What follows belongs to an exercise in optimizing a design on an open flow for small area and a short achievable clock period; a production flow would make more cautious choices. RTL that was checked went through simulation tests only; none was proved equivalent to the original.

Setup of main:
==> module fpu, before the edit <==
module fpu #(
    parameter DATA_WIDTH = 32,
    parameter INST_WIDTH = 1
)(
    input                   i_clk,
    input                   i_rst_n,
    input  [DATA_WIDTH-1:0] i_data_a,
    input  [DATA_WIDTH-1:0] i_data_b,
    input  [INST_WIDTH-1:0] i_inst,
    input                   i_valid,
    output [DATA_WIDTH-1:0] o_data,
    output                  o_valid
);
    reg [DATA_WIDTH-1:0]    o_data_r;
    reg                     o_valid_r;
    assign o_data  = o_data_r;
    assign o_valid = o_valid_r;
    wire        sa = i_data_a[31];
    wire        sb = i_data_b[31];
    wire [7:0]  ea = i_data_a[30:23];
    wire [7:0]  eb = i_data_b[30:23];
    wire [23:0] fa = {1'b1, i_data_a[22:0]};
    wire [23:0] fb = {1'b1, i_data_b[22:0]};
    wire        a_gt = i_data_a[30:0] > i_data_b[30:0];
    wire [8:0]  dab  = {1'b0, ea} - {1'b0, eb};
    wire [7:0]  dba  = eb - ea;
    wire [7:0]  d    = dab[8] ? dba : dab[7:0];
    wire [7:0]  ebig = a_gt ? ea : eb;
    wire [23:0] fbig = a_gt ? fa : fb;
    wire [23:0] fsml = a_gt ? fb : fa;
    wire        sbig = a_gt ? sa : sb;
    wire        sub  = sa ^ sb;
    wire        d0   = (d == 8'd0);
    wire        dv   = (d <= 8'd24);
    wire [25:0] al   = dv ? ({fsml, 2'b00} >> d[4:0]) : 26'd0;
    wire [23:0] t    = al[25:2];
    reg  [4:0]  tza, tzb;
    integer i;
    always @(*) begin
        tza = 5'd23;
        tzb = 5'd23;
        for (i = 22; i >= 0; i = i - 1) begin
            if (fa[i]) tza = i;
            if (fb[i]) tzb = i;
        end
    end
    wire [4:0]  tz   = a_gt ? tzb : tza;
    wire        nzA  = dv & ({3'b0, tz} + 8'd1 < d);    
    wire        nzB  = dv & ({3'b0, tz} + 8'd2 < d);    
    wire        nzC  = dv & ({3'b0, tz} < d);           
    wire        rem23 = al[1] ^ (sub & nzA);
    wire        rem22 = al[0] ^ (sub & nzB);
    wire [24:0] fs   = {1'b0, fbig} + {1'b0, t ^ {24{sub}}} + {24'b0, sub & d0};
    wire [24:0] fsum = {fs[24] & ~sub, fs[23:0]};
    wire [24:0] v    = {fsum[23:0], rem23};
    wire [24:0] mk   = (ebig <= 8'd24) ? (25'h1000000 >> ebig[4:0]) : 25'd0;
    wire [24:0] vm   = v | mk;
    reg  [4:0]  kk;
    always @(*) begin
        kk = 5'd25;
        for (i = 0; i < 25; i = i + 1)
            if (vm[i]) kk = 24 - i;
    end
    wire        vz   = ~|v;
    wire [25:0] w    = {v, rem22};
    wire [25:0] ws   = w << kk;
    wire [23:0] af   = fsum[24] ? fsum[24:1] : ws[25:2];
    wire        ard  = fsum[24] ? fsum[0] : ws[1];
    wire        ast  = fsum[24] ? nzC : (kk == 5'd0) ? nzA : (kk == 5'd1) ? nzB : 1'b0;
    wire [7:0]  ae   = fsum[24] ? ebig + 8'd1 : vz ? 8'd0 : ebig - {3'b0, kk};
    wire [47:22] p;
    fpu_mul u_mul (.a(i_data_a[22:0]), .b(i_data_b[22:0]), .p(p));
    wire [5:0]  tzp  = {1'b0, tza} + {1'b0, tzb};
    wire        ms   = sa ^ sb;
    wire [7:0]  me   = ea + eb - 8'd127 + {7'b0, p[47]};
    wire [23:0] mf   = p[47] ? p[47:24] : p[46:23];
    wire        mrd  = p[47] ? p[23] : p[22];
    wire        mst  = p[47] ? (tzp < 6'd23) : (tzp < 6'd22);
    wire        mul  = i_inst[0];
    wire [22:0] f    = mul ? mf[22:0] : af[22:0];
    wire        rd   = mul ? mrd : ard;
    wire        st   = mul ? mst : ast;
    wire        rnd  = rd & (st | f[0]);
    wire [22:0] fr   = f + {22'b0, rnd};
    wire [31:0] res  = {mul ? ms : sbig, mul ? me : ae, fr};
    always @(posedge i_clk or negedge i_rst_n) begin
        if (~i_rst_n) begin
            o_data_r  <= 0;
            o_valid_r <= 0;
        end else begin
            if (i_valid)
                o_data_r <= res;
            o_valid_r <= i_valid;
        end
    end
endmodule
clock: 70.0 ns
lec_check: 0
abc_area: 1
cap_margin: 20
core_margin: 2
core_utilization: 45
place_density: 0.6
slew_margin: 20
synth_hierarchical: 1
standard.sh (not shown) runs the stock make flow with config.mk's settings and CLKGATE_MAP_FILE= SYNTH_SCRIPT=/design/flow/synth_recipe.tcl, a recipe that flattens the netlist after the stock synthesis.
==> flow/flow/run.sh <==
#!/bin/bash
# Standard synthesis, then an inverter clean-up around the full adders
# (flow/netopt.py), then the rest of the standard layout with plain
# buffers on the ports and setup repair aimed beyond the clock period.
set -euo pipefail
R=orfs/results/${FLOW_PLATFORM}/fpu/base
LIB=${FLOW_HOME}/platforms/${FLOW_PLATFORM}/lib/sky130_fd_sc_hd__tt_025C_1v80.lib
bash standard.sh synth > synth.log 2>&1
cp $R/1_2_yosys.v 1_2_yosys_std.v
python3 flow/netopt.py "$LIB" 1_2_yosys_std.v $R/1_2_yosys.v > netopt.log 2>&1
rm -f $R/1_synth.odb $R/1_synth.sdc
export BUFFER_PORTS_ARGS="-buffer_cell sky130_fd_sc_hd__buf_2"
export SETUP_SLACK_MARGIN=${MARGIN:-46}
bash standard.sh finish > layout.log 2>&1
Other scripts of this flow, unchanged in this note and not shown: flow/flow/netopt.py
Modified inputs, the feature branch compared to main
--- a/flow/design.v
+++ b/flow/design.v
@@ -51,5 +51,6 @@
     wire        rem23 = al[1] ^ (sub & nzA);
     wire        rem22 = al[0] ^ (sub & nzB);
-    wire [24:0] fs   = {1'b0, fbig} + {1'b0, t ^ {24{sub}}} + {24'b0, sub & d0};
+    wire [24:0] fs;
+    fpu_add #(24) u_fadd (.a(fbig), .b(t ^ {24{sub}}), .cin(sub & d0), .s(fs[23:0]), .co(fs[24]));
     wire [24:0] fsum = {fs[24] & ~sub, fs[23:0]};
     wire [24:0] v    = {fsum[23:0], rem23};
@@ -95,4 +96,32 @@
     end
 endmodule
+module fpu_add #(parameter N = 24, parameter L = 5) (
+    input  [N-1:0] a,
+    input  [N-1:0] b,
+    input          cin,
+    output [N-1:0] s,
+    output         co
+);
+    wire [N:0] g [0:L];
+    wire [N:0] p [0:L];
+    assign g[0] = {a & b, cin};
+    assign p[0] = {a ^ b, 1'b0};
+    genvar lv, j;
+    generate
+        for (lv = 0; lv < L; lv = lv + 1) begin : lvl
+            for (j = 0; j <= N; j = j + 1) begin : bt
+                if ((j >> lv) & 1) begin : mrg
+                    assign g[lv+1][j] = g[lv][j] | (p[lv][j] & g[lv][((j >> lv) << lv) - 1]);
+                    assign p[lv+1][j] = p[lv][j] & p[lv][((j >> lv) << lv) - 1];
+                end else begin : pas
+                    assign g[lv+1][j] = g[lv][j];
+                    assign p[lv+1][j] = p[lv][j];
+                end
+            end
+        end
+    endgenerate
+    assign s  = (a ^ b) ^ g[L][N-1:0];
+    assign co = g[L][N];
+endmodule
 module fpu_mul(input [22:0] a, input [22:0] b, output [47:22] p);
     wire neg_0 = b[1];
--- outcome ---
The feature branch: no failed stages, no open violations at the end
Comparing main and the feature branch, the higher critical path depth is on main.
Looking at highest metal layer used by the detailed router, the met4 result is from main; the met5 one comes from the feature branch.
Die extent in x | the feature branch above main
NOTE: area after synthesis in the feature branch exceeds that of main
Across both runs, post-cts sizing count was lower for the feature branch than for main.
Summary — total of clock buffers placed in the layout, the feature branch relative to main: higher, by 1.
The feature branch vs main — total die area rose about 1.2%.
The multi-input combinational gate total reported for the feature branch is greater than that of main by 15.
Diff main -> the feature branch: worst hold margin held steady, fraction of area in multi-input gates held steady, sequential cell count held steady, clock period minus final worst setup slack grew by 0.10 ns, aggregate routed wire length grew by 5.5%.
For main, only the layout was checked, not whether the RTL still works.

separate check: timing with driven ports:
In the flow no input, the clock included, has a driving cell. The finished layouts below were timed again as built, in two steps. Step 1 (the two cells are an assumption about what drives the block):
set clk [get_ports {i_clk}]
set_driving_cell -lib_cell sky130_fd_sc_hd__clkbuf_16 $clk
set_driving_cell -lib_cell sky130_fd_sc_hd__buf_2 [delete_from_list [all_inputs] $clk]
Step 2 also shifts input and output timing later by t, the mid clock arrival at the registers, as if the neighbouring blocks saw the same clock. Three values: ideal, step 1, step 2; two values: the first two.
| run | t (ns) | setup WS [ns] | worst setup path after step 2 |
|---|---|---|---|
| main | 0.333 | 46.629 / 46.640 / 46.307 | input to register |
| the feature branch | 0.302 | 46.529 / 46.535 / 46.233 | input to register |
After both steps setup and hold are still met in every run listed. For main, which loses most, drivers alone change the setup slack by +0.011 ns; drivers and shift together by -0.322 ns.
